What follows belongs to an exercise in optimizing a design on an open flow for small area; a production flow would make more cautious choices.
In this exercise RTL edits were held to simulation tests only and were not proved equivalent to the original.
Power and IR drop assume default switching activity.

<file path="flow/flow/run.sh">
#!/bin/bash
# The standard layout, with two changes:
#  - the port buffers are sky130_fd_sc_hd__buf_1 (one buffer on every port, as
#    in the standard flow, but the smallest buffer cell);
#  - clock tree synthesis clusters the flip-flops under clkbuf_4 leaf buffers
#    and inserts no dummy loads.
set -euo pipefail
export BUFFER_PORTS_ARGS="-buffer_cell sky130_fd_sc_hd__buf_1"
export CTS_ARGS="-sink_clustering_enable -repair_clock_nets -dont_use_dummy_load -buf_list {sky130_fd_sc_hd__clkbuf_4} -sink_clustering_size 8 -sink_clustering_max_diameter 35"
bash standard.sh > standard_flow.log 2>&1
</file>
<file path="flow/standard.sh">
#!/bin/bash
# synth_recipe.tcl (not shown) runs the flow's synth.tcl, then flattens the netlist and writes it again
# the make line also repeats each setting of config.mk as NAME=value (left out here)
make -C /OpenROAD-flow-scripts/flow DESIGN_CONFIG=/design/flow/config.mk WORK_HOME=/design/flow/orfs CLKGATE_MAP_FILE= SYNTH_SCRIPT=/design/flow/synth_recipe.tcl "${@:-finish}"
</file>
<file path="flow/config.mk">
export PLATFORM = sky130hd
export DESIGN_NAME = race_controller
export DESIGN_NICKNAME = race_controller
export VERILOG_FILES = /design/flow/design.v
export SDC_FILE = /design/flow/constraint.sdc
export NUM_CORES = 4
export LEC_CHECK = 0
export CAP_MARGIN = 20
export CORE_MARGIN = 2
export CORE_UTILIZATION = 60
export PLACE_DENSITY = 0.72
export SLEW_MARGIN = 20
export SYNTH_HIERARCHICAL = 1
export SYNTH_MINIMUM_KEEP_SIZE = 0
</file>
<file path="flow/constraint.sdc">
create_clock -name core_clock -period 12.0 [get_ports {clk}]
set_input_delay 2.4000 -clock core_clock [delete_from_list [all_inputs] [get_ports {clk}]]
set_output_delay 2.4000 -clock core_clock [all_outputs]
set_load 0.01 [all_outputs]
</file>
<file path="flow/design.v">
`timescale 1ns / 1ps
module carry2(input [1:0] a, input [1:0] b, output y);
  wire c1 = a[0] | b[0];
  assign y = (a[1] & b[1]) | (a[1] & c1) | (b[1] & c1);
endmodule
module axis_diff #(parameter W = 10)
    (input [W-1:0] o, input [W-1:0] nt1, output [W-1:2] d);
  wire [W:0] c;
  carry2 c01(.a(o[1:0]), .b(nt1[1:0]), .y(c[2]));
  genvar k;
  generate
    for (k = 2; k < W; k = k + 1) begin : f
      fadd u(.a(o[k]), .b(nt1[k]), .c(c[k]), .s(d[k]), .co(c[k+1]));
    end
  endgenerate
endmodule
module axis_car #(parameter W = 10)
    (input [W-1:0] nc, output [W-1:0] nt1, output wrap, output clamp);
  localparam [W-1:0] K29 = 29;
  localparam [W-1:0] TOP10 = -10;
  localparam [W-1:0] TOP29 = -29;
  add_const #(W, K29) am(.a(nc), .s(nt1));
  assign wrap = nc >= TOP10 || nc < 10;               
  assign clamp = nc >= TOP29 && nc < TOP10;           
endmodule
`timescale 1ns / 1ps
`timescale 1ns / 1ps
module fadd(input a, input b, input c, output s, output co);
  assign {co, s} = a + b + c;
endmodule
module hadd(input a, input b, output s, output co);
  assign {co, s} = a + b;
endmodule
module xnor2m(input a, input b, output y);
  assign y = ~(a ^ b);
endmodule
module rca_add #(parameter W = 10) (input [W-1:0] a, input [W-1:0] b, output [W-1:0] s, output co);
  wire [W:0] c;
  hadd h0(.a(a[0]), .b(b[0]), .s(s[0]), .co(c[1]));
  genvar k;
  generate
    for (k = 1; k < W; k = k + 1) begin : f
      fadd u(.a(a[k]), .b(b[k]), .c(c[k]), .s(s[k]), .co(c[k+1]));
    end
  endgenerate
  assign co = c[W];
endmodule
module or2m(input a, input b, output y);
  assign y = a | b;
endmodule
module rca_sub #(parameter W = 10) (input [W-1:0] a, input [W-1:0] nb, output [W-1:0] d, output borrow);
  wire [W:0] c;
  xnor2m x0(.a(a[0]), .b(nb[0]), .y(d[0]));
  or2m o0(.a(a[0]), .b(nb[0]), .y(c[1]));
  genvar k;
  generate
    for (k = 1; k < W; k = k + 1) begin : f
      fadd u(.a(a[k]), .b(nb[k]), .c(c[k]), .s(d[k]), .co(c[k+1]));
    end
  endgenerate
  assign borrow = ~c[W];
endmodule
module add_const #(parameter W = 10, parameter [W-1:0] K = 1) (input [W-1:0] a, output [W-1:0] s);
  function integer lowest_one(input [W-1:0] v);
    integer i;
    begin
      lowest_one = W;
      for (i = W - 1; i >= 0; i = i - 1) if (v[i]) lowest_one = i;
    end
  endfunction
  localparam integer F = lowest_one(K);
  wire [W:0] c;
  genvar k;
  generate
    for (k = 0; k < W; k = k + 1) begin : b
      if (k < F) begin : low
        assign s[k] = a[k];
      end
      else if (k == F) begin : first
        assign s[k] = ~a[k];
        assign c[k+1] = a[k];
      end
      else if (k == W - 1) begin : top
        assign s[k] = K[k] ? ~(a[k] ^ c[k]) : (a[k] ^ c[k]);
      end
      else if (K[k]) begin : one
        xnor2m x(.a(a[k]), .b(c[k]), .y(s[k]));
        assign c[k+1] = a[k] | c[k];
      end
      else begin : zero
        hadd h(.a(a[k]), .b(c[k]), .s(s[k]), .co(c[k+1]));
      end
    end
  endgenerate
endmodule
module ldbit(input en, input d, input hold, input q, output y);
  assign y = (en & d) | (hold & q);
endmodule
module ldmux #(parameter W = 1) (input en, input [W-1:0] d, input hold, input [W-1:0] q, output [W-1:0] y);
  genvar k;
  generate
    for (k = 0; k < W; k = k + 1) begin : b
      ldbit u(.en(en), .d(d[k]), .hold(hold), .q(q[k]), .y(y[k]));
    end
  endgenerate
endmodule
module ao222n(input [2:0] s, input [2:0] d, output y);
  assign y = ~|(s & d);
endmodule
module nand4m(input [3:0] a, output y);
  assign y = ~&a;
endmodule
module aosel11(input [10:0] s, input [10:0] d, output y);
  wire [3:0] t;
  ao222n g0(.s(s[2:0]), .d(d[2:0]), .y(t[0]));
  ao222n g1(.s(s[5:3]), .d(d[5:3]), .y(t[1]));
  ao222n g2(.s(s[8:6]), .d(d[8:6]), .y(t[2]));
  ao222n g3(.s({s[10:9], s[10]}), .d({d[10:9], d[10]}), .y(t[3]));
  nand4m g4(.a(t), .y(y));
endmodule
`timescale 1ns / 1ps
`timescale 1ns / 1ps
module race_controller (
    input clk,
    input rst,
    input A1, B1, start1, Z1, up1, down1, left1, right1, steer_left1, steer_right1,
    input A2, B2, start2, Z2, up2, down2, left2, right2, steer_left2, steer_right2,
    input phase_loaded,
    input [20:0] imap_item_box1,
    input [20:0] imap_item_box2,
    input [20:0] imap_item_box3,
    input [20:0] imap_item_box4,
    input [20:0] imap_item_box5,
    input [20:0] imap_item_box6,
    input [20:0] imap_item_box7,
    input [20:0] imap_item_box8,
    input [1:0] map_type,
    input [3:0] min_tens, input [3:0] min_ones,
    input [3:0] sec_tens, input [3:0] sec_ones,
    input [3:0] ms_tens, input [3:0] ms_ones,
    input [9:0] car1_x, input [8:0] car1_y,
    input [9:0] car2_x, input [8:0] car2_y,
    output reg [2:0] phase,
    output in_loading_phase,
    output reg [2:0] selected_character1, output reg [2:0] selected_character2,
    output reg character_selected1, output reg character_selected2,
    output reg ready_for_race,
    output reg [1:0] laps_completed1, output reg [1:0] laps_completed2,
    output reg race_begin,
    output reg [1:0] oym_counter,
    output [1:0] finish_place1, output [1:0] finish_place2,
    output reg [3:0] fmin_tens1, output reg [3:0] fmin_ones1, output reg [3:0] fsec_tens1,
    output reg [3:0] fsec_ones1, output reg [3:0] fms_tens1, output reg [3:0] fms_ones1,
    output reg [3:0] fmin_tens2, output reg [3:0] fmin_ones2, output reg [3:0] fsec_tens2,
    output reg [3:0] fsec_ones2, output reg [3:0] fms_tens2, output reg [3:0] fms_ones2,
    output [1:0] owned_item1, output [1:0] owned_item2,
    output picking_item1, output picking_item2,
    output car1_banana_buff, output car1_mushroom_buff, output car1_lightning_buff,
    output car2_banana_buff, output car2_mushroom_buff, output car2_lightning_buff,
    output lightning_used, output banana_placed, output mushroom_used,
    output [20:0] item_box1,
    output [20:0] item_box2,
    output [20:0] item_box3,
    output [20:0] item_box4,
    output [20:0] item_box5,
    output [20:0] item_box6,
    output [20:0] item_box7,
    output [20:0] item_box8,
    output [20:0] banana1,
    output [20:0] banana2,
    output [20:0] banana3,
    output [20:0] banana4,
    output [20:0] banana5,
    output [20:0] banana6,
    output [20:0] banana7,
    output [20:0] banana8,
    output reg lap_completed1, output reg correct_direction1,
    output reg lap_completed2, output reg correct_direction2,
    output reg [9:0] imap_x, output reg [8:0] imap_y,
    output forward1, output backward1, output turn_left1, output turn_right1,
    output [1:0] speed1,
    output forward2, output backward2, output turn_left2, output turn_right2,
    output [1:0] speed2
    );
  localparam [13:0] SEC_END   = 14'd6219;    
  localparam [14:0] PICK_END  = 15'd5426;    
  localparam [10:0] ROT_END   = 11'd158;     
  localparam [12:0] GRACE_START = 13'd7972;  
  localparam [6:0]  DELTA_END = 7'd45;       
  localparam [13:0] ALT14 = 14'h2AAA;
  localparam [14:0] ALT15 = 15'h2AAA;
  localparam [6:0]  ALT7  = 7'h2A;
  localparam [13:0] SEC_P   = SEC_END ^ ALT14;
  localparam [14:0] PICK_P  = PICK_END ^ ALT15;
  localparam [6:0]  DELTA_P = DELTA_END ^ ALT7;
  localparam [12:0] GRACE_ALT = 13'h0AAA;
  function [12:0] grace_step(input [12:0] p, input step, input ldz);
    reg [12:0] s, n;
    begin
      s = p ^ GRACE_ALT;
      n = ({13{step}} & {s[11:0], ~(s[12] ^ s[3])}) | ({13{ldz}} & GRACE_START);
      grace_step = n ^ GRACE_ALT;
    end
  endfunction
  function [13:0] lfsr14_alt(input [13:0] p, input cond);
    reg [13:0] s;
    begin
      s = p ^ ALT14;
      lfsr14_alt = ({14{cond}} & {s[12:0], ~(s[13] ^ s[12])}) ^ ALT14;
    end
  endfunction
  function [14:0] lfsr15_alt(input [14:0] p, input cond);
    reg [14:0] s;
    begin
      s = p ^ ALT15;
      lfsr15_alt = ({15{cond}} & {s[13:0], ~(s[14] ^ s[13])}) ^ ALT15;
    end
  endfunction
  function [6:0] lfsr7_alt(input [6:0] p, input cond);
    reg [6:0] s;
    begin
      s = p ^ ALT7;
      lfsr7_alt = ({7{cond}} & {s[5:0], ~(s[6] ^ s[5])}) ^ ALT7;
    end
  endfunction
  function [10:0] rot_next(input [10:0] s);
    rot_next = {s[9:0], ~(s[10] ^ s[8])};
  endfunction
  wire ph_csel    = phase == 1;
  wire ph_racing  = phase == 2;
  wire ph_ld_race = phase == 5;
  assign in_loading_phase = phase[2] ^ (phase[1] & phase[0]);   
  wire [9:0] c1_xnt1, c2_xnt1;
  wire [8:0] c1_ynt1, c2_ynt1;
  wire c1_xwrap, c1_ywrap, c2_xwrap, c2_ywrap;
  wire c1_xclamp, c1_yclamp, c2_xclamp, c2_yclamp;
  axis_car #(10) c1x(.nc(~car1_x), .nt1(c1_xnt1), .wrap(c1_xwrap), .clamp(c1_xclamp));
  axis_car #(9)  c1y(.nc(~car1_y), .nt1(c1_ynt1), .wrap(c1_ywrap), .clamp(c1_yclamp));
  axis_car #(10) c2x(.nc(~car2_x), .nt1(c2_xnt1), .wrap(c2_xwrap), .clamp(c2_xclamp));
  axis_car #(9)  c2y(.nc(~car2_y), .nt1(c2_ynt1), .wrap(c2_ywrap), .clamp(c2_yclamp));
  function axis_in(input [9:2] d, input msb, input wrap, input clamp);
    axis_in = (d[9:6] == 0) && !(d[5] && (d[4] || d[3])) &&
              !(msb && (clamp || (wrap && (d[5] || (d[4] && (d[3] || d[2]))))));
  endfunction
  wire [20:0] obj [0:15];
  wire [15:0] obj_active;       
  wire [15:0] hit1, hit2;
  genvar gi;
  generate
    for (gi = 0; gi < 16; gi = gi + 1) begin : coll
      wire [9:2] dx1, dx2;
      wire [8:2] dy1, dy2;
      axis_diff #(10) ax1(.o(obj[gi][19:10]), .nt1(c1_xnt1), .d(dx1));
      axis_diff #(9)  ay1(.o(obj[gi][8:0]), .nt1(c1_ynt1), .d(dy1));
      axis_diff #(10) ax2(.o(obj[gi][19:10]), .nt1(c2_xnt1), .d(dx2));
      axis_diff #(9)  ay2(.o(obj[gi][8:0]), .nt1(c2_ynt1), .d(dy2));
      assign hit1[gi] = obj_active[gi] && axis_in(dx1, obj[gi][19], c1_xwrap, c1_xclamp) &&
                        axis_in({1'b0, dy1}, obj[gi][8], c1_ywrap, c1_yclamp);
      assign hit2[gi] = obj_active[gi] && axis_in(dx2, obj[gi][19], c2_xwrap, c2_xclamp) &&
                        axis_in({1'b0, dy2}, obj[gi][8], c2_ywrap, c2_yclamp);
    end
  endgenerate
  wire item_box_hit1 = |hit1[7:0];
  wire item_box_hit2 = |hit2[7:0];
  wire banana_hit1 = |hit1[15:8];
  wire banana_hit2 = |hit2[15:8];
  wire [7:0] box_hit = hit1[7:0] | hit2[7:0];
  wire [7:0] ban_hit = hit1[15:8] | hit2[15:8];
  reg prev_lap_completed1, prev_lap_completed2;
  reg [19:0] box_pos [0:7];
  wire [20:0] imap_box [0:7];
  assign imap_box[0] = imap_item_box1;
  assign imap_box[1] = imap_item_box2;
  assign imap_box[2] = imap_item_box3;
  assign imap_box[3] = imap_item_box4;
  assign imap_box[4] = imap_item_box5;
  assign imap_box[5] = imap_item_box6;
  assign imap_box[6] = imap_item_box7;
  assign imap_box[7] = imap_item_box8;
  wire go_race = ph_csel && ready_for_race && (start1 || start2);
  wire lap_ev1 = ph_racing && !prev_lap_completed1 && lap_completed1;
  wire lap_ev2 = ph_racing && !prev_lap_completed2 && lap_completed2;
  wire fin1 = lap_ev1 && laps_completed1 == 2'd2;
  wire fin2 = lap_ev2 && laps_completed2 == 2'd2;
  reg fsec1, fsec2;
  wire fp1_zero = laps_completed1 != 2'd3;
  wire fp2_zero = laps_completed2 != 2'd3;
  assign finish_place1 = fp1_zero ? 2'd0 : (fsec1 ? 2'd2 : 2'd1);
  assign finish_place2 = fp2_zero ? 2'd0 : (fsec2 ? 2'd2 : 2'd1);
  wire set_ft1 = (fin1 && fp2_zero) || (fin2 && fp1_zero);
  wire set_ft2 = (fin1 && !fp2_zero) || (fin2 && !fp1_zero);
  function [2:0] move_sel(input [2:0] s, input [2:0] o, input l, input r, input d, input u);
    begin
      move_sel = s;
      if (l && s[1:0] != 2'b00 && {s[2], s[1:0] - 2'd1} != o) move_sel = {s[2], s[1:0] - 2'd1};
      if (r && s[1:0] != 2'b11 && {s[2], s[1:0] + 2'd1} != o) move_sel = {s[2], s[1:0] + 2'd1};
      if (d && !s[2] && {1'b1, s[1:0]} != o) move_sel = {1'b1, s[1:0]};
      if (u && s[2] && {1'b0, s[1:0]} != o) move_sel = {1'b0, s[1:0]};
    end
  endfunction
  integer k;
  always @(posedge clk) begin
    if (rst) begin
      phase <= 3;
      selected_character1 <= 0;
      selected_character2 <= 1;
      character_selected1 <= 0;
      character_selected2 <= 0;
      ready_for_race <= 0;
      laps_completed1 <= 0;
      laps_completed2 <= 0;
      prev_lap_completed1 <= 0;
      prev_lap_completed2 <= 0;
    end
    else begin
      prev_lap_completed1 <= lap_completed1;
      prev_lap_completed2 <= lap_completed2;
      case (phase)
        3: if (phase_loaded) phase <= 0;
        0: if (A1 || start1 || A2 || start2) phase <= 4;
        4: if (phase_loaded) phase <= 1;
        1: if (go_race) phase <= 5;
        5: if (phase_loaded) phase <= 2;
        2: if (!fp1_zero && !fp2_zero) phase <= 6;
        6: if (phase_loaded) phase <= 7;
        default: if (start1 || start2) phase <= 4;
      endcase
      if (phase == 4) begin
        selected_character1 <= 0;
        selected_character2 <= 1;
        ready_for_race <= 0;
        character_selected1 <= 0;
        character_selected2 <= 0;
      end
      if (ph_csel) begin
        ready_for_race <= character_selected1 && character_selected2;
        if (!character_selected1) begin
          selected_character1 <= move_sel(selected_character1, selected_character2, left1, right1, down1, up1);
          if (A1) character_selected1 <= 1;
        end
        else if (B1) character_selected1 <= 0;
        if (!character_selected2) begin
          selected_character2 <= move_sel(selected_character2, selected_character1, left2, right2, down2, up2);
          if (A2) character_selected2 <= 1;
        end
        else if (B2) character_selected2 <= 0;
      end
      if (ph_ld_race) begin
        laps_completed1 <= 0;
        laps_completed2 <= 0;
      end
      if (lap_ev1) begin
        if (fin1) begin
          fsec1 <= !fp2_zero;
          laps_completed1 <= 2'd3;
        end
        else if (laps_completed1 < 2) laps_completed1 <= laps_completed1 + 2'd1;
      end
      if (lap_ev2) begin
        if (fin2) begin
          fsec2 <= !fp1_zero;
          laps_completed2 <= 2'd3;
        end
        else if (laps_completed2 < 2) laps_completed2 <= laps_completed2 + 2'd1;
      end
    end
  end
  wire [159:0] box_pos_q, box_pos_d, box_pos_in;
  generate
    for (gi = 0; gi < 8; gi = gi + 1) begin : bpos
      assign box_pos_q[gi*20 +: 20] = box_pos[gi];
      assign box_pos_in[gi*20 +: 20] = imap_box[gi][19:0];
    end
  endgenerate
  ldmux #(160) box_pos_mux(.en(!rst && go_race), .d(box_pos_in), .hold(!rst && !go_race),
      .q(box_pos_q), .y(box_pos_d));
  always @(posedge clk) begin
    for (k = 0; k < 8; k = k + 1) box_pos[k] <= box_pos_d[k*20 +: 20];
  end
  wire ft_clr = rst || ph_ld_race;
  wire [23:0] ft_now = {min_tens, min_ones, sec_tens, sec_ones, ms_tens, ms_ones};
  wire [23:0] ft1_q = {fmin_tens1, fmin_ones1, fsec_tens1, fsec_ones1, fms_tens1, fms_ones1};
  wire [23:0] ft2_q = {fmin_tens2, fmin_ones2, fsec_tens2, fsec_ones2, fms_tens2, fms_ones2};
  wire [23:0] ft1_d, ft2_d;
  ldmux #(24) ft1_mux(.en(!ft_clr && set_ft1), .d(ft_now), .hold(!ft_clr && !set_ft1), .q(ft1_q), .y(ft1_d));
  ldmux #(24) ft2_mux(.en(!ft_clr && set_ft2), .d(ft_now), .hold(!ft_clr && !set_ft2), .q(ft2_q), .y(ft2_d));
  always @(posedge clk) begin
    {fmin_tens1, fmin_ones1, fsec_tens1, fsec_ones1, fms_tens1, fms_ones1} <= ft1_d;
    {fmin_tens2, fmin_ones2, fsec_tens2, fsec_ones2, fms_tens2, fms_ones2} <= ft2_d;
  end
  reg [13:0] oym_clk;
  wire oym_tick = oym_clk == SEC_P;
  wire oym_run = ph_racing && !race_begin;
  wire [13:0] oym_clk_d;
  assign oym_clk_d = lfsr14_alt(oym_clk, oym_run && !oym_tick);
  always @(posedge clk) begin
    oym_clk <= oym_clk_d;
    if (rst || ph_ld_race) begin
      race_begin <= 0;
      oym_counter <= 0;
    end
    else if (oym_run && oym_tick) begin
      if (oym_counter == 2) race_begin <= 1;
      else oym_counter <= oym_counter + 2'd1;
    end
  end
  reg [13:0] second_counter;
  reg [2:0] box_timer [0:7];
  wire second_tick = second_counter == SEC_P;
  wire [13:0] second_counter_d;
  assign second_counter_d = lfsr14_alt(second_counter, !rst && !second_tick);
  always @(posedge clk) begin
    second_counter <= second_counter_d;
    for (k = 0; k < 8; k = k + 1) begin
      if (rst) box_timer[k] <= 3'b100;
      else if (box_hit[k]) box_timer[k] <= 3'b000;
      else if (second_tick && !(box_timer[k][2] && !box_timer[k][1]))
        box_timer[k] <= {box_timer[k][1:0], ~box_timer[k][2]};
    end
  end
  wire [20:0] box_out [0:7];
  generate
    for (gi = 0; gi < 8; gi = gi + 1) begin : boxo
      assign box_out[gi] = {box_timer[gi][2] && !box_timer[gi][1] && imap_box[gi][20], box_pos[gi]};
      assign obj[gi] = box_out[gi];
      assign obj_active[gi] = box_out[gi][20];
    end
  endgenerate
  assign item_box1 = box_out[0];
  assign item_box2 = box_out[1];
  assign item_box3 = box_out[2];
  assign item_box4 = box_out[3];
  assign item_box5 = box_out[4];
  assign item_box6 = box_out[5];
  assign item_box7 = box_out[6];
  assign item_box8 = box_out[7];
  wire brst = rst || ph_ld_race;
  reg [1:0] owned [0:1];
  reg picking [0:1];
  reg [14:0] pick_clk [0:1];
  reg [10:0] rot_clk [0:1];
  reg place_banana [0:1];
  reg use_lightning [0:1];
  reg use_mushroom [0:1];
  reg ban_buff [0:1];
  reg mush_buff [0:1];
  reg [1:0] light_cnt [0:1];
  reg [13:0] ban_clk [0:1];
  reg [13:0] mush_clk [0:1];
  reg [13:0] light_clk [0:1];
  wire [1:0] bm_box_hit = {item_box_hit2, item_box_hit1};
  wire [1:0] bm_ban_hit = {banana_hit2, banana_hit1};
  wire [1:0] bm_Z = {Z2, Z1};
  wire [1:0] bm_light_hit = {use_lightning[0], use_lightning[1]};
  wire [1:0] pick_end, ban_end, mush_end, light_end;
  wire [14:0] pick_clk_d [0:1];
  wire [1:0] rot_end;
  wire [10:0] rot_clk_d [0:1];
  wire [13:0] ban_clk_d [0:1];
  wire [13:0] mush_clk_d [0:1];
  wire [13:0] light_clk_d [0:1];
  generate
    for (gi = 0; gi < 2; gi = gi + 1) begin : bclk
      assign pick_end[gi] = pick_clk[gi] == PICK_P;
      assign rot_end[gi] = rot_clk[gi] == ROT_END;
      ldmux #(11) rs(.en(!brst && picking[gi] && !rot_end[gi]), .d(rot_next(rot_clk[gi])),
          .hold(!brst && !picking[gi]), .q(rot_clk[gi]), .y(rot_clk_d[gi]));
      assign ban_end[gi] = ban_clk[gi] == SEC_P;
      assign mush_end[gi] = mush_clk[gi] == SEC_P;
      assign light_end[gi] = light_clk[gi] == SEC_P;
      assign pick_clk_d[gi] = lfsr15_alt(pick_clk[gi], !brst && picking[gi] && !pick_end[gi]);
      assign ban_clk_d[gi] = lfsr14_alt(ban_clk[gi], !brst && ban_buff[gi] && !ban_end[gi]);
      assign mush_clk_d[gi] = lfsr14_alt(mush_clk[gi], !brst && mush_buff[gi] && !mush_end[gi]);
      assign light_clk_d[gi] = lfsr14_alt(light_clk[gi], !brst && light_cnt[gi] != 0 && !light_end[gi]);
    end
  endgenerate
  integer c;
  always @(posedge clk) begin
    for (c = 0; c < 2; c = c + 1) begin
      pick_clk[c] <= pick_clk_d[c];
      rot_clk[c] <= rot_clk_d[c];
      ban_clk[c] <= ban_clk_d[c];
      mush_clk[c] <= mush_clk_d[c];
      light_clk[c] <= light_clk_d[c];
      if (brst) begin
        owned[c] <= 0;
        picking[c] <= 0;
        place_banana[c] <= 0;
        use_lightning[c] <= 0;
        use_mushroom[c] <= 0;
        ban_buff[c] <= 0;
        mush_buff[c] <= 0;
        light_cnt[c] <= 0;
      end
      else begin
        if (bm_box_hit[c]) picking[c] <= 1;
        if (bm_light_hit[c]) light_cnt[c] <= 3;
        if (bm_ban_hit[c]) ban_buff[c] <= 1;
        if (picking[c]) begin
          if (pick_end[c]) picking[c] <= 0;
          if (rot_end[c]) owned[c] <= (owned[c] == 2'd3) ? 2'd1 : owned[c] + 2'd1;
        end
        else if (owned[c] != 0) begin
          if (bm_Z[c]) begin
            owned[c] <= 0;
            case (owned[c])
              1: place_banana[c] <= 1;
              2: begin mush_buff[c] <= 1; use_mushroom[c] <= 1; end
              default: use_lightning[c] <= 1;
            endcase
          end
        end
        else begin
          place_banana[c] <= 0;
          use_lightning[c] <= 0;
          use_mushroom[c] <= 0;
        end
        if (ban_buff[c] && ban_end[c]) ban_buff[c] <= 0;
        if (mush_buff[c] && mush_end[c]) mush_buff[c] <= 0;
        if (light_cnt[c] != 0 && light_end[c]) light_cnt[c] <= light_cnt[c] - 2'd1;
      end
    end
  end
  assign owned_item1 = owned[0];
  assign owned_item2 = owned[1];
  assign picking_item1 = picking[0];
  assign picking_item2 = picking[1];
  assign car1_banana_buff = ban_buff[0];
  assign car2_banana_buff = ban_buff[1];
  assign car1_mushroom_buff = mush_buff[0];
  assign car2_mushroom_buff = mush_buff[1];
  assign car1_lightning_buff = light_cnt[0] != 0;
  assign car2_lightning_buff = light_cnt[1] != 0;
  assign lightning_used = use_lightning[0] || use_lightning[1];
  assign banana_placed = place_banana[0] || place_banana[1];
  assign mushroom_used = use_mushroom[0] || use_mushroom[1];
  reg [19:0] ban [0:7];      
  reg [12:0] ban_grace [0:7];   
  wire [12:0] ban_grace_d [0:7];
  wire [7:0] ban_present;
  wire [7:0] grace_end;
  wire [7:0] ban_active;
  generate
    for (gi = 0; gi < 8; gi = gi + 1) begin : bano
      assign ban_present[gi] = ban[gi][19];
      assign grace_end[gi] = ban_grace[gi] == GRACE_ALT;
      assign ban_grace_d[gi] = grace_step(ban_grace[gi], !rst && !grace_end[gi],
          !rst && grace_end[gi] && any_place && free_slot[gi]);
      assign ban_active[gi] = ban_present[gi] && grace_end[gi];
      assign obj[8 + gi] = {ban[gi][19:9], 1'b0, ban[gi][8:0]};
      assign obj_active[8 + gi] = ban_active[gi];
    end
  endgenerate
  assign banana1 = obj[8];
  assign banana2 = obj[9];
  assign banana3 = obj[10];
  assign banana4 = obj[11];
  assign banana5 = obj[12];
  assign banana6 = obj[13];
  assign banana7 = obj[14];
  assign banana8 = obj[15];
  wire [7:0] free_slot;
  assign free_slot[0] = !ban_present[0] || (&ban_present);
  generate
    for (gi = 1; gi < 8; gi = gi + 1) begin : fslot
      assign free_slot[gi] = !ban_present[gi] && (&ban_present[gi-1:0]);
    end
  endgenerate
  wire any_place = place_banana[0] || place_banana[1];
  wire [18:0] place_pos = place_banana[1] ? {car2_x, car2_y} : {car1_x, car1_y};
  wire [19:0] ban_d [0:7];
  generate
    for (gi = 0; gi < 8; gi = gi + 1) begin : banmux
      wire clr = rst || (ban_hit[gi] && ban_active[gi]);
      wire ld = any_place && free_slot[gi];
      ldmux #(20) m(.en(!clr && ld), .d({1'b1, place_pos}), .hold(!clr && !ld), .q(ban[gi]), .y(ban_d[gi]));
    end
  endgenerate
  always @(posedge clk) begin
    for (k = 0; k < 8; k = k + 1) begin
      ban[k] <= ban_d[k];
      ban_grace[k] <= ban_grace_d[k];
    end
  end
  reg [6:0] delta_cnt;
  wire update_deltas = delta_cnt == DELTA_P;
  wire [6:0] delta_cnt_d;
  assign delta_cnt_d = lfsr7_alt(delta_cnt, !rst && !update_deltas);
  always @(posedge clk) begin
    delta_cnt <= delta_cnt_d;
  end
  reg [9:0] prev_x [0:1];    
  reg [8:0] prev_y [0:1];    
  reg [9:0] dlx [0:1][0:3];
  reg [8:0] dly [0:1][0:3];
  wire [9:0] cx [0:1];
  wire [8:0] cy [0:1];
  assign cx[0] = car1_x; assign cy[0] = car1_y;
  assign cx[1] = car2_x; assign cy[1] = car2_y;
  wire [10:0] ddx [0:1];
  wire [9:0] ddy [0:1];
  rca_sub #(10) sx0(.a(car1_x), .nb(prev_x[0]), .d(ddx[0][9:0]), .borrow(ddx[0][10]));
  rca_sub #(10) sx1(.a(car2_x), .nb(prev_x[1]), .d(ddx[1][9:0]), .borrow(ddx[1][10]));
  rca_sub #(9) sy0(.a(car1_y), .nb(prev_y[0]), .d(ddy[0][8:0]), .borrow(ddy[0][9]));
  rca_sub #(9) sy1(.a(car2_y), .nb(prev_y[1]), .d(ddy[1][8:0]), .borrow(ddy[1][9]));
  wire [1:0] dx_nz = {ddx[1][9:0] != 0, ddx[0][9:0] != 0};
  wire [1:0] dy_nz = {ddy[1][8:0] != 0, ddy[0][8:0] != 0};
  wire [3:0] dir [0:1];
  assign dir[0] = {turn_right1, turn_left1, backward1, forward1};
  assign dir[1] = {turn_right2, turn_left2, backward2, forward2};
  wire prev_ld = rst || update_deltas;
  wire [18:0] prev_d [0:1];
  wire [9:0] dlx_d [0:1][0:3];
  wire [8:0] dly_d [0:1][0:3];
  genvar gc, gd;
  generate
    for (gc = 0; gc < 2; gc = gc + 1) begin : dmux_c
      ldmux #(19) pm(.en(prev_ld), .d(~{cx[gc], cy[gc]}), .hold(!prev_ld), .q({prev_x[gc], prev_y[gc]}), .y(prev_d[gc]));
      for (gd = 0; gd < 4; gd = gd + 1) begin : dmux_d
        wire ldx = update_deltas && dir[gc][gd] && dx_nz[gc];
        wire ldy = update_deltas && dir[gc][gd] && dy_nz[gc];
        ldmux #(10) mx(.en(!rst && ldx), .d(ddx[gc][9:0]), .hold(!rst && !ldx), .q(dlx[gc][gd]), .y(dlx_d[gc][gd]));
        ldmux #(9) my(.en(!rst && ldy), .d(ddy[gc][8:0]), .hold(!rst && !ldy), .q(dly[gc][gd]), .y(dly_d[gc][gd]));
      end
    end
  endgenerate
  integer d;
  always @(posedge clk) begin
    for (c = 0; c < 2; c = c + 1) begin
      {prev_x[c], prev_y[c]} <= prev_d[c];
      for (d = 0; d < 4; d = d + 1) begin
        dlx[c][d] <= dlx_d[c][d];
        dly[c][d] <= dly_d[c][d];
      end
    end
  end
  wire [9:0] px [0:1][0:3];
  wire [8:0] py [0:1][0:3];
  wire wall_pos [0:1][0:3];
  generate
    for (gc = 0; gc < 2; gc = gc + 1) begin : probe_c
      for (gd = 0; gd < 4; gd = gd + 1) begin : probe_d
        wire cox, coy;
        rca_add #(10) ax(.a(cx[gc]), .b(dlx[gc][gd]), .s(px[gc][gd]), .co(cox));
        rca_add #(9) ay(.a(cy[gc]), .b(dly[gc][gd]), .s(py[gc][gd]), .co(coy));
        assign wall_pos[gc][gd] = px[gc][gd] >= 10'd640 || py[gc][gd] >= 9'd480 || py[gc][gd] == 9'd0;
      end
    end
  endgenerate
  wire [10:0] imap_sel;
  wire imap_ld = !rst && !imap_counter[0] && imap_counter <= 5'd18;
  generate
    for (gi = 0; gi < 10; gi = gi + 1) begin : isel
      assign imap_sel[gi] = imap_ld && imap_counter[4:1] == gi;
    end
  endgenerate
  assign imap_sel[10] = !rst && !imap_ld;
  wire [18:0] imap_src [0:10];
  assign imap_src[0] = {car1_x, car1_y};
  assign imap_src[1] = {px[0][0], py[0][0]};
  assign imap_src[2] = {px[0][1], py[0][1]};
  assign imap_src[3] = {px[0][2], py[0][2]};
  assign imap_src[4] = {px[0][3], py[0][3]};
  assign imap_src[5] = {car2_x, car2_y};
  assign imap_src[6] = {px[1][0], py[1][0]};
  assign imap_src[7] = {px[1][1], py[1][1]};
  assign imap_src[8] = {px[1][2], py[1][2]};
  assign imap_src[9] = {px[1][3], py[1][3]};
  assign imap_src[10] = {imap_x, imap_y};
  wire [18:0] imap_d;
  generate
    for (gi = 0; gi < 19; gi = gi + 1) begin : imux
      wire [10:0] col;
      genvar gj;
      for (gj = 0; gj < 11; gj = gj + 1) begin : src
        assign col[gj] = imap_src[gj][gi];
      end
      aosel11 m(.s(imap_sel), .d(col), .y(imap_d[gi]));
    end
  endgenerate
  always @(posedge clk) {imap_x, imap_y} <= imap_d;
  reg [4:0] imap_counter;
  reg [1:0] cur_mt [0:1];
  reg prev_fin [0:1];
  reg wall_mt [0:1][0:3];
  always @(posedge clk) begin
    if (rst) begin
      imap_counter <= 0;
      for (c = 0; c < 2; c = c + 1) begin
        cur_mt[c] <= 0;
        prev_fin[c] <= 0;
        for (d = 0; d < 4; d = d + 1) wall_mt[c][d] <= 0;
      end
    end
    else begin
      imap_counter <= imap_counter + 1'b1;
      case (imap_counter)
        5'd2:  begin prev_fin[0] <= cur_mt[0] == 3; cur_mt[0] <= map_type;end
        5'd4:  begin wall_mt[0][0] <= map_type == 2; end
        5'd6:  begin wall_mt[0][1] <= map_type == 2; end
        5'd8:  begin wall_mt[0][2] <= map_type == 2; end
        5'd10: begin wall_mt[0][3] <= map_type == 2; end
        5'd12: begin prev_fin[1] <= cur_mt[1] == 3; cur_mt[1] <= map_type;end
        5'd14: begin wall_mt[1][0] <= map_type == 2; end
        5'd16: begin wall_mt[1][1] <= map_type == 2; end
        5'd18: begin wall_mt[1][2] <= map_type == 2; end
        5'd20: begin wall_mt[1][3] <= map_type == 2; end
        default: ;
      endcase
    end
  end
  wire wall [0:1][0:3];
  generate
    for (gc = 0; gc < 2; gc = gc + 1) begin : wall_c
      for (gd = 0; gd < 4; gd = gd + 1) begin : wall_d
        assign wall[gc][gd] = wall_mt[gc][gd] || wall_pos[gc][gd];
      end
    end
  endgenerate
  wire [1:0] fin_in = {cur_mt[1] == 3, cur_mt[0] == 3};
  wire [1:0] dx_neg = {ddx[1][10], ddx[0][10]};
  always @(posedge clk) begin
    if (rst) begin
      correct_direction1 <= 1;
      lap_completed1 <= 0;
      correct_direction2 <= 1;
      lap_completed2 <= 0;
    end
    else begin
      if (!prev_fin[0] && fin_in[0] && !dx_neg[0] && dx_nz[0] && correct_direction1) lap_completed1 <= 1;
      if (prev_fin[0] && !fin_in[0]) begin
        if (!dx_neg[0]) begin lap_completed1 <= 0; correct_direction1 <= 1; end
        else correct_direction1 <= 0;
      end
      if (!prev_fin[1] && fin_in[1] && !dx_neg[1] && dx_nz[1] && correct_direction2) lap_completed2 <= 1;
      if (prev_fin[1] && !fin_in[1]) begin
        if (!dx_neg[1]) begin lap_completed2 <= 0; correct_direction2 <= 1; end
        else correct_direction2 <= 0;
      end
    end
  end
  function [1:0] speed_of(input [1:0] mt, input mush, input light);
    begin
      case (mt)
        1: speed_of = mush ? 2 : 1;
        2: speed_of = 1;
        default: speed_of = mush ? 3 : (light ? 1 : 2);
      endcase
    end
  endfunction
  assign speed1 = speed_of(cur_mt[0], car1_mushroom_buff, car1_lightning_buff);
  assign speed2 = speed_of(cur_mt[1], car2_mushroom_buff, car2_lightning_buff);
  wire inv1 = car1_banana_buff || car1_lightning_buff;
  wire inv2 = car2_banana_buff || car2_lightning_buff;
  assign forward1 = A1 && (!wall[0][0] || wall[0][1]) && race_begin;
  assign backward1 = B1 && (!wall[0][1] || wall[0][0]) && race_begin;
  assign turn_left1 = (inv1 ? steer_right1 : steer_left1) && (!wall[0][2] || wall[0][3]) && race_begin;
  assign turn_right1 = (inv1 ? steer_left1 : steer_right1) && (!wall[0][3] || wall[0][2]) && race_begin;
  assign forward2 = A2 && (!wall[1][0] || wall[1][1]) && race_begin;
  assign backward2 = B2 && (!wall[1][1] || wall[1][0]) && race_begin;
  assign turn_left2 = (inv2 ? steer_right2 : steer_left2) && (!wall[1][2] || wall[1][3]) && race_begin;
  assign turn_right2 = (inv2 ? steer_left2 : steer_right2) && (!wall[1][3] || wall[1][2]) && race_begin;
endmodule
</file>
==> summary.md, run 1 <==
| Metric | Value |
|---|---|
| # port buffers | `704` |
| Power Density | `109 nW/um^2` |
| Slew @ Worst Pin | `1150 ps` |
| Post-CTS Setup Bufs | `0` |
| Crit path max-delay family | `adder cells` |
| Post-Syn Area | `49000 sq um` |
| Leakage power total | `22.1 nW` |
| Hold Path Class | `flop to flop` |
| Minimum clock period | `10360 ps` |
| RSZ-0062 raised after global routing | `false` |
| Die W | `290 um` |
| Slowest CP cell | `fa_1` |
| Die footprint | `84000 sq um` |
| Clock buffer count from CTS | `160` |
| Core box area | `80700 sq um` |
| Syn Area/Cell | `11.7 sq um` |
| Design area | `55000 sq um` |
| Clock tree buffer depth | `3` |
| Routed WL | `175 mm` |
| CTS tree | `built` |
| Ratio of cells with drive above 1 in the final layout | `0.0694` |
| Nets | `6060` |
| I/O pin count | `713` |
| Worst clock skew | `164 ps` |
| Crit Path Class | `primary input to output port` |
| Final Hold Fails | `0` |
| Vias in the first global route | `40300` |
| CP arrival | `7960 ps` |
| DRC | `0` |
| Crit path top cell by count | `fa_1` |
| P&R area growth vs syn | `12.1%` |
| Fmax | `0.0965 GHz` |
| Hold buffer count at cts | `0` |
| Max_slew headroom | `0.232` |
| Required @ worst endpoint | `9600 ps` |
| Post-CTS resize count | `0` |
| Final setup viols | `0` |
| Final core occ | `0.681` |
| VDD IR max | `79.6 uV` |
| Clk sinks | `942` |
| GRT Overall Usage | `0.416` |
| Crit path cell chain | `buf_1 > ha_1 > fa_1 > fa_1 > fa_1 > fa_1 > fa_1 > fa_1 > fa_1 > fa_1 > fa_1 > o21ai_0 > nand2_1 > a31oi_1 > nor2_1 > nor3b_1 > buf_1` |
| First-pass GRT wire length | `259 mm` |
| Worst Path Max Fanout | `9` |
| Tot Pwr | `5.97 mW` |
| Fillers | `6413` |
| Max cap viols | `0` |
| Via Count | `40300` |
| Max-slew violation count | `0` |
| Initial Util | `0.608` |
| Hpwl dp | `137 mm` |
| Period utilization | `0.864` |
| Largest net degree at the start of global routing | `93` |
| Die H | `290 um` |
| Startpoint Class | `primary input` |
| Syn Inst Count | `4191` |
| Rows | `104` |
| Status | `no timing/DRC/antenna violations` |
| Placed cell area | `53700 sq um` |
| CTS root buf | `clkbuf_4` |
| Worst Path Buf+Inv | `2` |
| Yosys warning total | `55` |
| Drt pass-1 iters | `9` |
| Grt total ovfl | `0` |
| FF-to-FF setup slack | `5550 ps` |
| DR WL/cell | `28.5 um` |
| Hold WS | `327 ps` |
| Fin Setup TNS | `0 ps` |
| H-Tree Depth | `4` |
| Post-DR vias/cell | `6.54` |
| Clk slew on worst S/H paths | `90 ps` |
| DRT antenna net count | `0` |
| Initial antenna violation count | `4` |
| GPL Wtd Cong | `1.00` |
| Clock Latency Late Sink | `1120 ps` |
| DRT iter0 DRCs | `4116` |
| CP max stage delay | `470 ps` |
| Worst Setup End Kind | `output port` |
[power breakdown]
| part | switching [mW] | internal, mW |
|---|---|---|
| clock network | 1.07 | 0.608 |
| logic | 0.719 | 0.360 |
| registers | 0.0479 | 3.17 |
[metal layers]
layer	global-route usage	routed length (um)
met5	0	0
met4	0.275	13800
met3	0.127	18600
met2	0.665	81000
met1	0.487	61800
[state kept, by name, indices dropped and copies added (netlist names), 30 cells and up]
register	flops
dlx	80
dly	72
ban_grace	104
ban	160
pick_clk	30
box_pos	160
[cell usage in the layout (no fill, tap or decap), types with 17 or more instances in the layout]
master and count:
ha_1 66, inv_1 91, dfxtp_1 940, a22o_1 580, clkbuf_4 161, nor4b_1 24
o311a_1 30, nand3_1 52, xnor2_1 21, fa_1 650, nor4_1 74, o31ai_1 75
a222oi_1 77, or2_2 17, nand2b_1 24, nand2_1 310, nor2_1 232, nor3_1 60
o21a_1 37, nand4_1 53, or4_1 20, nor2b_1 24, a21oi_1 97, and2_1 25
buf_1 703, buf_4 97, o21ai_0 228
[layout make-up]
cell class	count	area [sq um]	area share
multi-input combinational	3090	29800	0.542
sequential	942	18900	0.343
timing repair buffer	802	3400	0.0619
tap	1060	1330	0.0241
clock buffer	160	1200	0.0218
inverter	93	349	0.00635
antenna	7	17.5	0.000319
[through the flow]
step	instances	setup WS, ps
after global placement	5986	1890
after CTS	6146	1750
after floorplan	4205	2240
final	6154	1640
after global routing	6151	1480
after detailed placement	5986	1810
[path summary, 6_finish.rpt]
kind                           start                      end  depth (start not counted)
max reg2reg     prev_x[1][0]$_DFF_P_        dlx[5][2]$_DFF_P_                         15
min          ban_grace[4][0]$_DFF_P_  ban_grace[4][1]$_DFF_P_                          1
min reg2reg  ban_grace[4][0]$_DFF_P_  ban_grace[4][1]$_DFF_P_                          1
max                        car2_x[0]               turn_left2                         17
==> run 2: changes to the inputs <==
--- a/flow/design.v
+++ b/flow/design.v
@@ -16,11 +16,2 @@
 endmodule
-module axis_car #(parameter W = 10)
-    (input [W-1:0] nc, output [W-1:0] nt1, output wrap, output clamp);
-  localparam [W-1:0] K29 = 29;
-  localparam [W-1:0] TOP10 = -10;
-  localparam [W-1:0] TOP29 = -29;
-  add_const #(W, K29) am(.a(nc), .s(nt1));
-  assign wrap = nc >= TOP10 || nc < 10;               
-  assign clamp = nc >= TOP29 && nc < TOP10;           
-endmodule
 `timescale 1ns / 1ps
@@ -236,6 +227,14 @@
   wire c1_xclamp, c1_yclamp, c2_xclamp, c2_yclamp;
-  axis_car #(10) c1x(.nc(~car1_x), .nt1(c1_xnt1), .wrap(c1_xwrap), .clamp(c1_xclamp));
-  axis_car #(9)  c1y(.nc(~car1_y), .nt1(c1_ynt1), .wrap(c1_ywrap), .clamp(c1_yclamp));
-  axis_car #(10) c2x(.nc(~car2_x), .nt1(c2_xnt1), .wrap(c2_xwrap), .clamp(c2_xclamp));
-  axis_car #(9)  c2y(.nc(~car2_y), .nt1(c2_ynt1), .wrap(c2_ywrap), .clamp(c2_yclamp));
+  add_const #(10, 10'd29) c1x(.a(~car1_x), .s(c1_xnt1));
+  add_const #(9, 9'd29)   c1y(.a(~car1_y), .s(c1_ynt1));
+  add_const #(10, 10'd29) c2x(.a(~car2_x), .s(c2_xnt1));
+  add_const #(9, 9'd29)   c2y(.a(~car2_y), .s(c2_ynt1));
+  assign c1_xwrap = car1_x >= 10'd1014 || car1_x < 10'd10;
+  assign c1_ywrap = car1_y >= 9'd502 || car1_y < 9'd10;
+  assign c2_xwrap = car2_x >= 10'd1014 || car2_x < 10'd10;
+  assign c2_ywrap = car2_y >= 9'd502 || car2_y < 9'd10;
+  assign c1_xclamp = car1_x >= 10'd10 && car1_x < 10'd29;
+  assign c1_yclamp = car1_y >= 9'd10 && car1_y < 9'd29;
+  assign c2_xclamp = car2_x >= 10'd10 && car2_x < 10'd29;
+  assign c2_yclamp = car2_y >= 9'd10 && car2_y < 9'd29;
   function axis_in(input [9:2] d, input msb, input wrap, input clamp);
==> run 2 against run 1 <==
Effect of this change: clock power about the same; combinational power about the same; sequential cell count unchanged; area after synthesis decreased by 0.11%; clock-buffer cell count increased by 2; die area decreased by 0.11%; sequential power about the same; via count decreased by 1.2%; critical path type unchanged; critical endpoint is now turn_right2; largest cell class unchanged; largest power group unchanged; highest routed layer unchanged.
==> summary.md, run 2 <==
| Metric | Value |
|---|---|
| Clock tree buffer depth | `3 (unchanged)` |
| GPL Wtd Cong | `0.982 (-2.2%)` |
| Vias in the first global route | `39800 (-1.1%)` |
| Core box area | `80700 sq um (unchanged)` |
| Area of the multi-input gates | `29700 sq um (-0.23%)` |
| DR WL/cell | `26.5 um (-7.0%)` |
| # port buffers | `704 (unchanged)` |
| Max-slew violation count | `0 (unchanged)` |
| Yosys warning total | `55 (unchanged)` |
| DRC | `0 (unchanged)` |
| VDD IR max | `87.1 uV (+9.5%)` |
| Clk slew on worst S/H paths | `80 ps (about the same)` |
| H-Tree Depth | `4 (unchanged)` |
| Design area | `54900 sq um (-0.15%)` |
| Largest net degree at the start of global routing | `127 (+37%)` |
| Worst Path Max Fanout | `10 (+1)` |
| CP arrival | `7640 ps (-320 ps)` |
| Most frequent cells in the layout | `dfxtp_1 (940), buf_1 (703), fa_1 (650)` |
| Via Count | `39800 (-1.2%)` |
| Final core occ | `0.680 (-0.00102)` |
| Clock buffer count from CTS | `162 (+1.3%)` |
| Post-CTS Setup Bufs | `0 (unchanged)` |
| Hold buffer count at cts | `0 (unchanged)` |
| RSZ-0062 raised after global routing | `false` |
| Placed cell area | `53600 sq um (-0.16%)` |
| Hold Path Class | `flop to flop` |
| Leakage power total | `22.0 nW (-0.62%)` |
| Fmax | `0.0996 GHz (+3.2%)` |
| Status | `no timing/DRC/antenna violations` |
| Fillers | `6525 (+1.7%)` |
| Clock Latency Late Sink | `1140 ps (+20 ps)` |
| Post-Syn Area | `49000 sq um (-0.11%)` |
| Grt total ovfl | `0 (unchanged)` |
| GRT Overall Usage | `0.390 (-0.0256)` |
| Slew @ Worst Pin | `1150 ps (-6.56 ps)` |
| Nets | `6104 (+0.73%)` |
| Die footprint | `83900 sq um (-0.11%)` |
| DRT antenna net count | `0 (unchanged)` |
| First-pass GRT wire length | `243 mm (-6.4%)` |
| Max_slew headroom | `0.217 (-0.0154)` |
| CTS tree | `built` |
| Worst Path Buf+Inv | `2 (unchanged)` |
| Clk sinks | `942 (unchanged)` |
| Drt pass-1 iters | `7 (-2)` |
| Fin Setup TNS | `0 ps (unchanged)` |
| CTS root buf | `clkbuf_4` |
| Syn Inst Count | `4235 (+1.0%)` |
| Crit path max-delay family | `adder cells` |
| Rows | `104 (unchanged)` |
| Largest regs | `ban: 160 flops, box_pos: 160 flops, ban_grace: 104 flops` |
| Die W | `290 um (about the same)` |
| Post-DR vias/cell | `6.41 (-2.0%)` |
| Slowest CP cell | `fa_1` |
| Initial antenna violation count | `3 (-1)` |
| Worst Setup End Kind | `output port` |
| Tot Pwr | `5.97 mW (about the same)` |
| Post-CTS resize count | `0 (unchanged)` |
| Crit Path Class | `primary input to output port` |
| Worst clock skew | `132 ps (-32.4 ps)` |
| Startpoint Class | `primary input` |
| Initial Util | `0.607 (-0.000698)` |
| Die H | `290 um (about the same)` |
| P&R area growth vs syn | `12.1% (about the same)` |
| Minimum clock period | `10040 ps (-320 ps)` |
| Syn Area/Cell | `11.6 sq um (-1.2%)` |
| Period utilization | `0.837 (-0.0266)` |
| Routed WL | `164 mm (-6.3%)` |
| Crit path top cell by count | `fa_1` |
| Ratio of cells with drive above 1 in the final layout | `0.0649 (-0.00451)` |
| Max cap viols | `0 (unchanged)` |
| Required @ worst endpoint | `9600 ps (about the same)` |
| I/O pin count | `713 (unchanged)` |
| DRT iter0 DRCs | `3262 (-21%)` |
| CP max stage delay | `530 ps (+60 ps)` |
| Register area | `18900 sq um (unchanged)` |
| Crit path cell chain | `buf_1 > ha_1 > fa_1 > fa_1 > fa_1 > fa_1 > fa_1 > fa_1 > fa_1 > fa_1 > fa_1 > o21ai_0 > nand2_1 > a31oi_1 > nand2_1 > o2111a_1 > buf_1` |
| Hpwl dp | `131 mm (-4.3%)` |
| Most common cell after layout, fill and taps aside | `dfxtp_1` |
| Final setup viols | `0 (unchanged)` |
| Final Hold Fails | `0 (unchanged)` |
| Power Density | `109 nW/um^2 (+0.21%)` |
## run 2: cell type report
type,count,area share
well taps,1060,0.0242
flip-flops and latches,942,0.344
clock buffers,162,0.0222
inverters,102,0.00697
multi-input cells,3135,0.542
repair buffers,791,0.0607
diodes,11,0.000501
## run 2: power by group
part           internal [mW]  leakage (nW)  switching, mW
Clock                  0.616         0.745           1.09
Combinational          0.368          13.6          0.689
Sequential              3.17          7.62         0.0464
Total                   4.15          22.0           1.82
## run 2: path summary, 6_finish.rpt
check | from | depth (start not counted) | end | slack [ps]
hold reg to reg | ban_grace[6][2]$_DFF_P_ | 1 | ban_grace[6][3]$_DFF_P_ | 300
setup / recovery | car2_x[0] | 17 | turn_right2 | 1960
setup reg to reg | prev_x[1][0]$_DFF_P_ | 15 | dlx[4][1]$_DFF_P_ | 5690
hold / removal | ban_grace[6][2]$_DFF_P_ | 1 | ban_grace[6][3]$_DFF_P_ | 300
## run 2: metal layers
metal  GRT usage  vias to the layer above  routed length, um
met5           0                        -                  0
met4       0.266                        0              12700
met3      0.0947                      562              12600
met2       0.641                     1769              79300
met1       0.454                    19900              59500
li1            -                    17500                  -
## run 2: metrics by stage
stage	worst slack, ps	hold slack (ps)	cells
2_1_floorplan	2970	353	4249
3_3_place_gp	2180	355	6028
3_5_place_dp	2060	362	6029
4_1_cts	2060	304	6191
5_1_grt	1790	305	6200
6_report	1960	300	6203

## what the ideal ports hide
In the flow no input, the clock included, has a driving cell. The finished layouts below were timed again as built, in two steps. Step 1: set_driving_cell puts a clkbuf_16 on clk and a buf_2 on each other input, an assumption about the parent block. Step 2 adds t to the input delays and takes it off the output delays; t is the mean of the earliest and latest rising clock arrival at the registers after step 1. Input paths then give back, and output paths get back, about the clock's delay inside the block. Slacks: ideal / step 1 / step 2; pairs: ideal / step 1.
run | shift t [ns] | slack for setup (ns) | slew at the worst register clock pin (ns)
run 1 | 1.111 | 1.638 / 1.616 / 1.616 | 0.09 / 0.09
run 2 | 1.144 | 1.957 / 1.936 / 1.936 | 0.10 / 0.10
After both steps every run listed still meets setup and hold. The setup slack of run 1, which loses most, moves by -0.022 ns with the drivers and by -0.022 ns with both steps.
